Context: an optimization exercise on an open-source flow, tuned for small area and a short achievable clock period. The choices shown serve that exercise and are no tape-out recipe. No functional check of the RTL was part of any run shown here. No activity file was given, so power comes from the tool's default toggle rates.

==> flow/design.v, too long to show whole: its modules and the start of the top module <==
// module my_fir: 2637 lines
// module fa_: 4 lines
// module anb_: 3 lines
// module ha_: 4 lines
// module or2_: 3 lines
// module orn_: 3 lines
// module padd_: 75 lines
// module x2_: 3 lines
// module cpa_: 150 lines
module my_fir
#(parameter F=10)
(
input logic                clk,
input logic                rst,
input logic signed  [15:0] filter_in,
output logic signed [31:0] filter_out
    );
  // ...
==> flow/run.sh <==
#!/bin/bash
# synth_recipe.tcl (not shown) runs the flow's synth.tcl, then flattens the netlist and writes it again
# the make line also repeats each setting of config.mk as NAME=value (left out here)
make -C /OpenROAD-flow-scripts/flow DESIGN_CONFIG=/design/flow/config.mk WORK_HOME=/design/flow/orfs CLKGATE_MAP_FILE= SYNTH_SCRIPT=/design/flow/synth_recipe.tcl finish
==> flow/config.mk <==
export PLATFORM = sky130hd
export DESIGN_NAME = my_fir
export DESIGN_NICKNAME = my_fir
export VERILOG_FILES = /design/flow/design.v
export SDC_FILE = /design/flow/constraint.sdc
export NUM_CORES = 4
export LEC_CHECK = 0
export ABC_CLOCK_PERIOD_IN_PS = 2600
export CAP_MARGIN = 20
export CORE_MARGIN = 2
export CORE_UTILIZATION = 60
export CTS_CLUSTER_DIAMETER = 80
export CTS_CLUSTER_SIZE = 18
export PLACE_DENSITY = 0.75
export SETUP_SLACK_MARGIN = 3.75
export SLEW_MARGIN = 20
export SYNTH_HIERARCHICAL = 1
==> flow/constraint.sdc <==
create_clock -name core_clock -period 6.5 [get_ports {clk}]
set_input_delay 1.3000 -clock core_clock [delete_from_list [all_inputs] [get_ports {clk}]]
set_output_delay 1.3000 -clock core_clock [all_outputs]
set_load 0.01 [all_outputs]
==> flow_summary.json, run 1 <==
{
  "inverters": 366,
  "antenna-diode-count": 0,
  "die_w_um": 258.0,
  "grt_use_met2_pct": 46.20,
  "grt-ovfl-total": 0,
  "max_freq_mhz": 352.6,
  "yosys-top-cells-area": "dfrtp_1, fa_1, ha_1",
  "synth-edff-count": 0,
  "reg2regPathDepth": 11,
  "outcome": "finished clean",
  "clock_tree.root_cell": "clkbuf_16",
  "internal_power_mw": 14.27,
  "multi_input_cells": 1212,
  "r2r_start": "h_4239$_DFF_PP0_",
  "wl_met3_um": 6020,
  "cts_buffer_depth": 3,
  "clkPwrFrac_pct": 11.5,
  "synth-xor-area-share_pct": 2.014,
  "nFillCells": 4428,
  "drt_iter0_drc": 1498,
  "sequentialPower_mw": 7.94,
  "synth_cell_types": 39,
  "p_leak_nw": 18.77,
  "cp.required_ps": 6990,
  "layoutNonFillerInstCount": 3299,
  "min_from": "d[12][11]$_DFF_PP0_",
  "cp_num_cells": 11,
  "rrSetupSlack_ps": 3660,
  "grt_util_met3_pct": 5.428,
  "pre_cts_ws_ps": 3265,
  "critPathSlowestCell": "dfrtp_1",
  "largestPowerGroup": "combinational cells",
  "die_h_um": 258.0,
  "clock_area_share_pct": 3.045,
  "routed_wl_um": 91650,
  "setup_viol": 0,
  "cts.sinks": 739,
  "reg2reg_to": "q[21]$_DFF_PP0_",
  "worstHoldEndpoint": "d[13][11]$_DFF_PP0_",
  "crit_type": "flip-flop to flip-flop",
  "ys_seq_elements": 739,
  "cts.reportedPaths.clkPinSlew_ps": 80,
  "largestClassByArea": "multi-input combinational cells",
  "synth_area_per_cell_um2": 16.60,
  "crit_family": "compound AO/OA/AOI/OAI gates"
}
==> run 2, diff against run 1 <==
--- a/flow/config.mk
+++ b/flow/config.mk
@@ -13,5 +13,5 @@
 export CTS_CLUSTER_SIZE = 18
 export PLACE_DENSITY = 0.75
-export SETUP_SLACK_MARGIN = 3.75
+export SETUP_SLACK_MARGIN = 3.85
 export SLEW_MARGIN = 20
 export SYNTH_HIERARCHICAL = 1
==> flow_summary.json, run 2 <==
{
  "outcome": "finished clean",
  "viasPerCell": 5.563,
  "maxCapViolCount": 0,
  "power.density_mw_per_mm2": 586.1,
  "critPathCaptureType": "flip-flop",
  "largest_reg_flops": 256,
  "period_needed_ps": 2795,
  "internal_power_mw": 14.29,
  "synth-compound-area-share_pct": 2.492,
  "synth_largest_area_cell": "dfrtp_1",
  "slew_violations": 0,
  "fp.coreArea_mm2": 0.06412,
  "drt_first_pass_iters": 5,
  "final_net_count": 3330,
  "min_from": "d[12][11]$_DFF_PP0_",
  "grt_max_degree": 142,
  "ant_nets": 0,
  "cts_buffer_depth": 3,
  "synth-xor-area-share_pct": 2.014,
  "hold_violations": 0,
  "setup_viol": 0,
  "clkPwrFrac_pct": 11.5,
  "seqPwrFrac_pct": 32.2,
  "maxSlewHeadroom_pct": 40.62,
  "switching_power_mw": 10.37,
  "clock_tree.root_cell": "clkbuf_16",
  "antenna-diode-count": 0,
  "grt_antenna_before_repair": 0,
  "min_period_over_period_pct": 43.00,
  "ys_seq_elements": 739,
  "synth_cell_types": 39,
  "synth_ff_type": "dfrtp_1",
  "tritoncts": "yes",
  "worstSkewPairLatency_ps": 600,
  "synth.most_common_cell": "dfrtp_1",
  "design_area_mm2": 0.04208,
  "hold_class": "flip-flop to flip-flop",
  "arrival_ps": 3280,
  "cts_buffers": 48,
  "die_h_um": 258.0,
  "cts.reportedPaths.clkPinSlew_ps": 80,
  "rsz0062_at_grt": "yes",
  "grt_usage_pct": 29.52,
  "drt_iter0_drc": 1579,
  "grt-ovfl-total": 0,
  "die_w_um": 258.0,
  "reg_top3": "d: 256 flops, q: 22 flops",
  "muxShareOfSynthArea_pct": 0,
  "area_growth_pct": 8.718,
  "routed_wl_um": 92300,
  "final_cell_mix": "fa_1, dfrtp_1, inv_1, ha_1, xor2_1",
  "r2r_start": "h_4263$_DFF_PP0_",
  "start_util_pct": 60.37,
  "vias": 18481,
  "top_register": "d",
  "syn_nets": 3199,
  "syn_inst": 2332,
  "synthTopCellsByCount": "dfrtp_1, fa_1, inv_1",
  "nFillCells": 4410,
  "ys_seq_area_share_pct": 47.77,
  "tightest_slew_ps": 885.8,
  "cp.required_ps": 6990,
  "grt_pass1_wl_um": 138100,
  "worstSetupStartpointType": "flip-flop",
  "cts.sinks": 739,
  "max_freq_mhz": 357.8,
  "synth_top_area_share_pct": 47.77,
  "die_area_mm2": 0.06656,
  "sw_frac_of_total_pct": 42.06,
  "yosys_warnings": 9,
  "cts_max_level": 2,
  "reg2regPathDepth": 9,
  "yosys-top-cells-area": "dfrtp_1, fa_1, ha_1",
  "skew_ps": 23.43,
  "pin_count": 50,
  "dp_hpwl_um": 72870,
  "comb_power_share_pct": 56.3,
  "hold_slack_ps": 349.3,
  "worstHoldEndpoint": "d[13][11]$_DFF_PP0_",
  "hold_buffers": 0,
  "synth-edff-count": 0,
  "crit_type": "flip-flop to flip-flop",
  "place_area_mm2": 0.04032,
  "drc": 0,
  "reg2reg_to": "q[21]$_DFF_PP0_",
  "fp-row-count": 93,
  "synth_area_per_cell_um2": 16.60,
  "portBuffers": 49,
  "grt_pass1_vias": 21528,
  "rrSetupSlack_ps": 3700,
  "async_flop_share_pct": 100.0,
  "place_congestion": 0.9629,
  "drive_above_1_share_pct": 8.918,
  "hold_depth": 0,
  "p_leak_nw": 18.86,
  "layout_commonest_cell": "fa_1",
  "synthSimpleGateAreaFrac_pct": 2.211,
  "crit_fanout": 4,
  "ir_drop_uv": 314.9,
  "syn_area_mm2": 0.03871,
  "wl_per_cell_um": 27.79,
  "synth_fa_ha_area_share_pct": 41.66,
  "synth_top_family_by_area": "adder cells"
}
[run 2: cell counts after synthesis]
No cell type changed its count.
[run 2: through the flow]
step / worst slack, ps / util [%] / power [mW] / setup TNS [ps] / instances
finish: 3705 / 65.64 / 24.67 / 0 / 3322
global route: 3532 / 65.64 / 27.08 / 0 / 3322
CTS: 3688 / 65.05 / 24.85 / 0 / 3293
detailed placement: 3265 / 62.89 / 21.93 / 0 / 3233
global placement: 3328 / 62.89 / 21.29 / 0 / 3233
floorplan: -4927 / - / 16.85 / -3641420 / 2332
[run 2: cell type report]
cell class	count	area, um2	share of cell area (%)
timing repair inverter	1	5.005	0.01189
clock buffer	50	1230	2.923
tap	855	1070	2.542
multi-input combinational	1212	18940	45.02
sequential	739	18550	44.09
clock inverter	4	43.79	0.1041
timing repair buffer	96	863.3	2.051
inverter	365	1374	3.265
[run 2: per-module statistics from Yosys (local to each module, per instance)]
module / times used / flip-flops and latches
or2_: 26 / 0
x2_: 35 / 0
padd_: 6 / 0
ha_: 2 / 0
anb_: 8 / 0
fa_: 676 / 0
my_fir: 1 / 739
cpa_: 1 / 0
[run 2: worst max path at each step]
stage,start,to,slack [ps]
2_1_floorplan,rst,d[0][0]$_DFF_PP0_,-4930
3_3_place_gp,rst,d[6][1]$_DFF_PP0_,3330
3_5_place_dp,rst,d[7][0]$_DFF_PP0_,3270
4_1_cts,h_4234$_DFF_PP0_,q[21]$_DFF_PP0_,3690
5_1_grt,h_4264$_DFF_PP0_,q[21]$_DFF_PP0_,3530
6_report,h_4263$_DFF_PP0_,q[21]$_DFF_PP0_,3700
[run 2: timing repair]
action	in CTS	in global routing
pin swaps	7	13
hold endpoints to repair	0	0
setup buffers	6	28
setup endpoints to repair	93	295
gates cloned	0	1
gates resized for setup	111	40
[run 2: power groups by stage]
stage	sequential, mW	combinational [mW]	clock, mW
floorplan	7.54	9.31	0
global placement	7.98	13.3	0
detailed placement	8.05	13.9	0
CTS	7.95	14.0	2.91
global route	8.11	15.9	3.07
finish	7.94	13.9	2.85
[run 2: worst max-delay path: stages, from the launching register on]
cell and delay, ps:
dfrtp_1 370, ha_1 370, nand2_1 90, nor4_1 510
o21ai_4 200, a41oi_4 340, a31oi_4 140, fa_2 390
xnor2_2 140, xnor2_1 130
[run 2: cells by family (layout without fill, tap and decap cells)]
logic type / Yosys count / in the layout
fa+ha+maj: 849 / 849
flops: 739 / 739
buf+inv: 381 / 516
compound gates: 137 / 137
simple gates: 137 / 137
xor+xnor: 89 / 89
[run 2: metal layers]
layer	global-route usage (%)	up-vias	wire length, um
met5	0	-	0
met4	10.13	0	3779
met3	5.438	195	5763
met2	46.50	632	44350
met1	42.62	10358	38410
li1	-	7296	-

-- port drivers added, routing unchanged --
How much do the figures lean on ideal ports? The routed layouts below were timed once more, with nothing changed but the port constraints.
Step 1, drivers: a clkbuf_16 drives clk and a buf_2 each remaining input, both assumed.
Step 2 moves the port delays by t, midway between the first and last clock arrival at a register: inputs arrive t later, outputs are due t later. That takes back most of the time a late clock gives input paths.
a / b / c = ideal ports / drivers / drivers and shift; a / b = the first two.
run	t (ns)	slack for setup (ns)	worst setup path after step 2	clock arrival spread, ns	slew at the worst register clock pin (ns)
run 1	0.651	3.664 / 3.664 / 3.641	input, reset recovery	0.027 / 0.027	0.08 / 0.08
run 2	0.652	3.705 / 3.705 / 3.628	input, reset recovery	0.026 / 0.026	0.08 / 0.08
After both steps setup and hold are still met in every run listed. For run 2, which loses most, drivers alone change the setup slack by 0.000 ns; drivers and shift together by -0.077 ns. Setup slack includes reset recovery checks.
